What follows belongs to an exercise in optimizing a design on an open flow for small area; a production flow would make more cautious choices. Function was checked by simulation only, so behaviour that the tests miss may differ from the original. No activity file was given, so power comes from the tool's default toggle rates.

== alpha ==
Design Pooling, start of the top module:
module Pooling #(
    parameter DATA_WIDTH = 8,
    parameter MAP_WIDTH = 10
)(
    input clk,
    input rst_n,
    input [DATA_WIDTH-1:0] input_data,
    output [DATA_WIDTH-1:0] output_data,
    output done
);
clock: 5.0 ns
lec_check: 0
cap_margin: 20
core_margin: 2
core_utilization: 70
slew_margin: 20
standard.sh (not shown) runs the stock make flow with config.mk's settings and CLKGATE_MAP_FILE= SYNTH_SCRIPT=/design/flow/synth_recipe.tcl, a recipe that flattens the netlist after the stock synthesis.
==> flow/flow/run.sh <==
#!/bin/bash
# Standard layout, with a leaner clock tree (no dummy loads) and small port buffers.
set -euo pipefail
bash standard.sh \
  "CTS_ARGS=-sink_clustering_enable -repair_clock_nets -dont_use_dummy_load -buf_list sky130_fd_sc_hd__clkbuf_4 -sink_clustering_size 12 -sink_clustering_max_diameter 150" \
  "BUFFER_PORTS_ARGS=-buffer_cell sky130_fd_sc_hd__buf_1" \
  finish > standard.log 2>&1
Inputs modified between alpha and beta:
- changing CORE_UTILIZATION from 70 to 40
==> flow/run.sh (new file) <==
#!/bin/bash
# synth_recipe.tcl (not shown) runs the flow's synth.tcl, then flattens the netlist and writes it again
# the make line also repeats each setting of config.mk as NAME=value (left out here)
make -C /OpenROAD-flow-scripts/flow DESIGN_CONFIG=/design/flow/config.mk WORK_HOME=/design/flow/orfs CLKGATE_MAP_FILE= SYNTH_SCRIPT=/design/flow/synth_recipe.tcl finish
removed: flow/flow/run.sh
removed: flow/standard.sh
Notes after the runs:
- beta went all the way through synthesis, placement and routing and the layout is clean on timing, DRC and antenna.
- Total non-filler cell area in the finished layout is higher on beta
- beta against alpha: number of endpoints failing setup at the final stage ~0 delta, number of fill cells +140%, cell depth of the worst setup path ~0 delta, count of H-tree levels built during CTS ~0 delta.
- The run showing the greater met2 track utilization from global routing is alpha.
- Relative to alpha, the first-pass GRT wire length measured on beta has increased by a few percent.
The following lists how gamma was set up differently from beta:
- CORE_UTILIZATION now 80, was 40
==> flow/flow/run.sh (new file) <==
#!/bin/bash
# Layout flow: the standard synthesis, its gates re-mapped for area (flip-flops
# untouched), then the standard layout with a clock tree without dummy loads
# and with small port buffers.
set -euo pipefail
HERE=$(pwd)
source flow/knobs.sh
R=$HERE/orfs/results/$FLOW_PLATFORM/Pooling/base
bash standard.sh "${KNOBS[@]}" synth > synth_standard.log 2>&1
cp "$R/1_2_yosys.v" "$HERE/standard_synth.v"
RS_LIB=$FLOW_HOME/platforms/$FLOW_PLATFORM/lib/sky130_fd_sc_hd__tt_025C_1v80.lib \
RS_IN=$HERE/standard_synth.v RS_OUT=$HERE/resynth.v RS_TOP=$FLOW_TOP \
RS_ABC=$HERE/flow/area.abc RS_STAT=$HERE/resynth_stat.txt \
  "$FLOW_HOME/../tools/install/yosys/bin/yosys" -c flow/resynth.tcl > resynth.log 2>&1
cp "$HERE/resynth.v" "$R/1_2_yosys.v"
rm -f "$R/1_synth.odb" "$R/1_synth.sdc"
bash standard.sh "${KNOBS[@]}" synth > synth_odb.log 2>&1
bash standard.sh "${KNOBS[@]}" finish > finish.log 2>&1
==> flow/flow/area.abc (new file) <==
strash
ifraig
dc2
dch -f
map -a
topo
strash
dch -f
map -a
==> flow/flow/knobs.sh (new file) <==
# make variables for every standard.sh call
KNOBS=(
  "CTS_ARGS=-sink_clustering_enable -repair_clock_nets -dont_use_dummy_load -buf_list sky130_fd_sc_hd__clkbuf_8 -sink_clustering_size 20 -sink_clustering_max_diameter 150"
  "BUFFER_PORTS_ARGS=-buffer_cell sky130_fd_sc_hd__buf_1"
)
==> flow/flow/resynth.tcl (new file) <==
# Re-maps the combinational logic of the standard synthesis netlist for area.
# Every flip-flop stays the instance the standard synthesis made (same name,
# same cell), so only the gates between registers change.
yosys -import
set lib $::env(RS_LIB)
read_liberty -ignore_miss_func $lib
yosys blackbox sky130_fd_sc_hd__df* sky130_fd_sc_hd__edf* sky130_fd_sc_hd__sdf* sky130_fd_sc_hd__dl* sky130_fd_sc_hd__sedf*
read_verilog $::env(RS_IN)
hierarchy -top $::env(RS_TOP)
flatten
opt -purge
abc -script $::env(RS_ABC) -liberty $lib -dont_use *probe* -dont_use *lpflow* -dont_use *fill*
read_liberty -lib -overwrite $lib
setundef -zero
splitnets
opt_clean -purge
hilomap -singleton -hicell sky130_fd_sc_hd__conb_1 HI -locell sky130_fd_sc_hd__conb_1 LO
insbuf -buf sky130_fd_sc_hd__buf_4 A X
yosys rename -hide w:*.*
check -assert -mapped
tee -o $::env(RS_STAT) stat -liberty $lib
write_verilog -noattr -nohex -nodec $::env(RS_OUT)
==> flow/standard.sh (new file) <==
#!/bin/bash
# synth_recipe.tcl (not shown) runs the flow's synth.tcl, then flattens the netlist and writes it again
# the make line also repeats each setting of config.mk as NAME=value (left out here)
make -C /OpenROAD-flow-scripts/flow DESIGN_CONFIG=/design/flow/config.mk WORK_HOME=/design/flow/orfs CLKGATE_MAP_FILE= SYNTH_SCRIPT=/design/flow/synth_recipe.tcl "${@:-finish}"
removed: flow/run.sh
==> results.txt <==
gamma: full flow OK, the timing, design-rule and antenna checks passed
Every stage of the flow completed for beta, and the final layout passed the timing, design-rule and antenna checks.
Relative to beta, row count decreased by 14 in gamma.
[compare] base=beta new=gamma: multi-input logic area went down, synthesis-to-layout area growth moved down, routed wire length on met3 now sits higher, share of the cycle needed by the critical path after routing higher, routed wire length increased 2.2 mm.

* * *

Starting RTL as in the previous note.
// Pooling
module Pooling #(
    parameter DATA_WIDTH = 8,
    parameter MAP_WIDTH = 10
)(
    input clk,
    input rst_n,
    input [DATA_WIDTH-1:0] input_data,
    output [DATA_WIDTH-1:0] output_data,
    output done
);
==> flow/config.mk <==
export PLATFORM = sky130hd
export DESIGN_NAME = Pooling
export DESIGN_NICKNAME = Pooling
export VERILOG_FILES = /design/flow/design.v
export SDC_FILE = /design/flow/constraint.sdc
export NUM_CORES = 4
export LEC_CHECK = 0
export CAP_MARGIN = 20
export CORE_MARGIN = 2
export CORE_UTILIZATION = 70
export SLEW_MARGIN = 20
==> flow/constraint.sdc <==
create_clock -name core_clock -period 5.0 [get_ports {clk}]
set_input_delay 1.0000 -clock core_clock [delete_from_list [all_inputs] [get_ports {clk}]]
set_output_delay 1.0000 -clock core_clock [all_outputs]
set_load 0.01 [all_outputs]
==> flow/flow/run.sh <==
#!/bin/bash
# Standard layout, with a leaner clock tree (no dummy loads) and small port buffers.
set -euo pipefail
bash standard.sh \
  "CTS_ARGS=-sink_clustering_enable -repair_clock_nets -dont_use_dummy_load -buf_list {sky130_fd_sc_hd__clkbuf_8 sky130_fd_sc_hd__clkbuf_4} -sink_clustering_size 24" \
  "BUFFER_PORTS_ARGS=-buffer_cell sky130_fd_sc_hd__buf_1" \
  finish > standard.log 2>&1
The starting point completed without violations.
==> next run, changes <==
==> flow/flow/run.sh (replaced) <==
#!/bin/bash
# Standard layout, with a leaner clock tree (no dummy loads) and small port buffers.
set -euo pipefail
bash standard.sh \
  "CTS_ARGS=-sink_clustering_enable -repair_clock_nets -dont_use_dummy_load -buf_list sky130_fd_sc_hd__clkbuf_4 -sink_clustering_size 16" \
  "BUFFER_PORTS_ARGS=-buffer_cell sky130_fd_sc_hd__buf_1" \
  finish > standard.log 2>&1
The changed run went through all stages and came out clean.
Synthesized area is unchanged.
Register-to-register slack stays flat.
Clock power came out lower by about 7%.
Combinational power came out higher by about 1%.
Die area does not change.
Synthesized cell count is unchanged.
Sequential power hardly moves.
Total power came out lower by about 2.4%.
Global-route usage came out higher by 1.1 points.
Via count came out higher by about 4%.

## static timing again, ports no longer ideal
How much do the figures lean on ideal ports? The routed layouts below were timed once more, with nothing changed but the port constraints. Step 1, drivers: a clkbuf_16 drives clk and a buf_2 each remaining input, both assumed. Step 2 moves the port delays by t, midway between the first and last clock arrival at a register: inputs arrive t later, outputs are due t later. That takes back most of the time a late clock gives input paths. Slacks: ideal / step 1 / step 2; pairs: ideal / step 1.
run	shift t [ns]	setup WS [ns]	worst setup path at the end
alpha	0.565	1.657 / 1.657 / 1.657	register to register
beta	0.512	1.577 / 1.577 / 1.577	register to register
gamma	0.478	0.716 / 0.716 / 0.716	register to register
the first run of note 2	0.528	1.645 / 1.645 / 1.645	register to register
the second run of note 2	0.565	1.633 / 1.633 / 1.633	register to register
After both steps setup and hold are still met in every run listed.
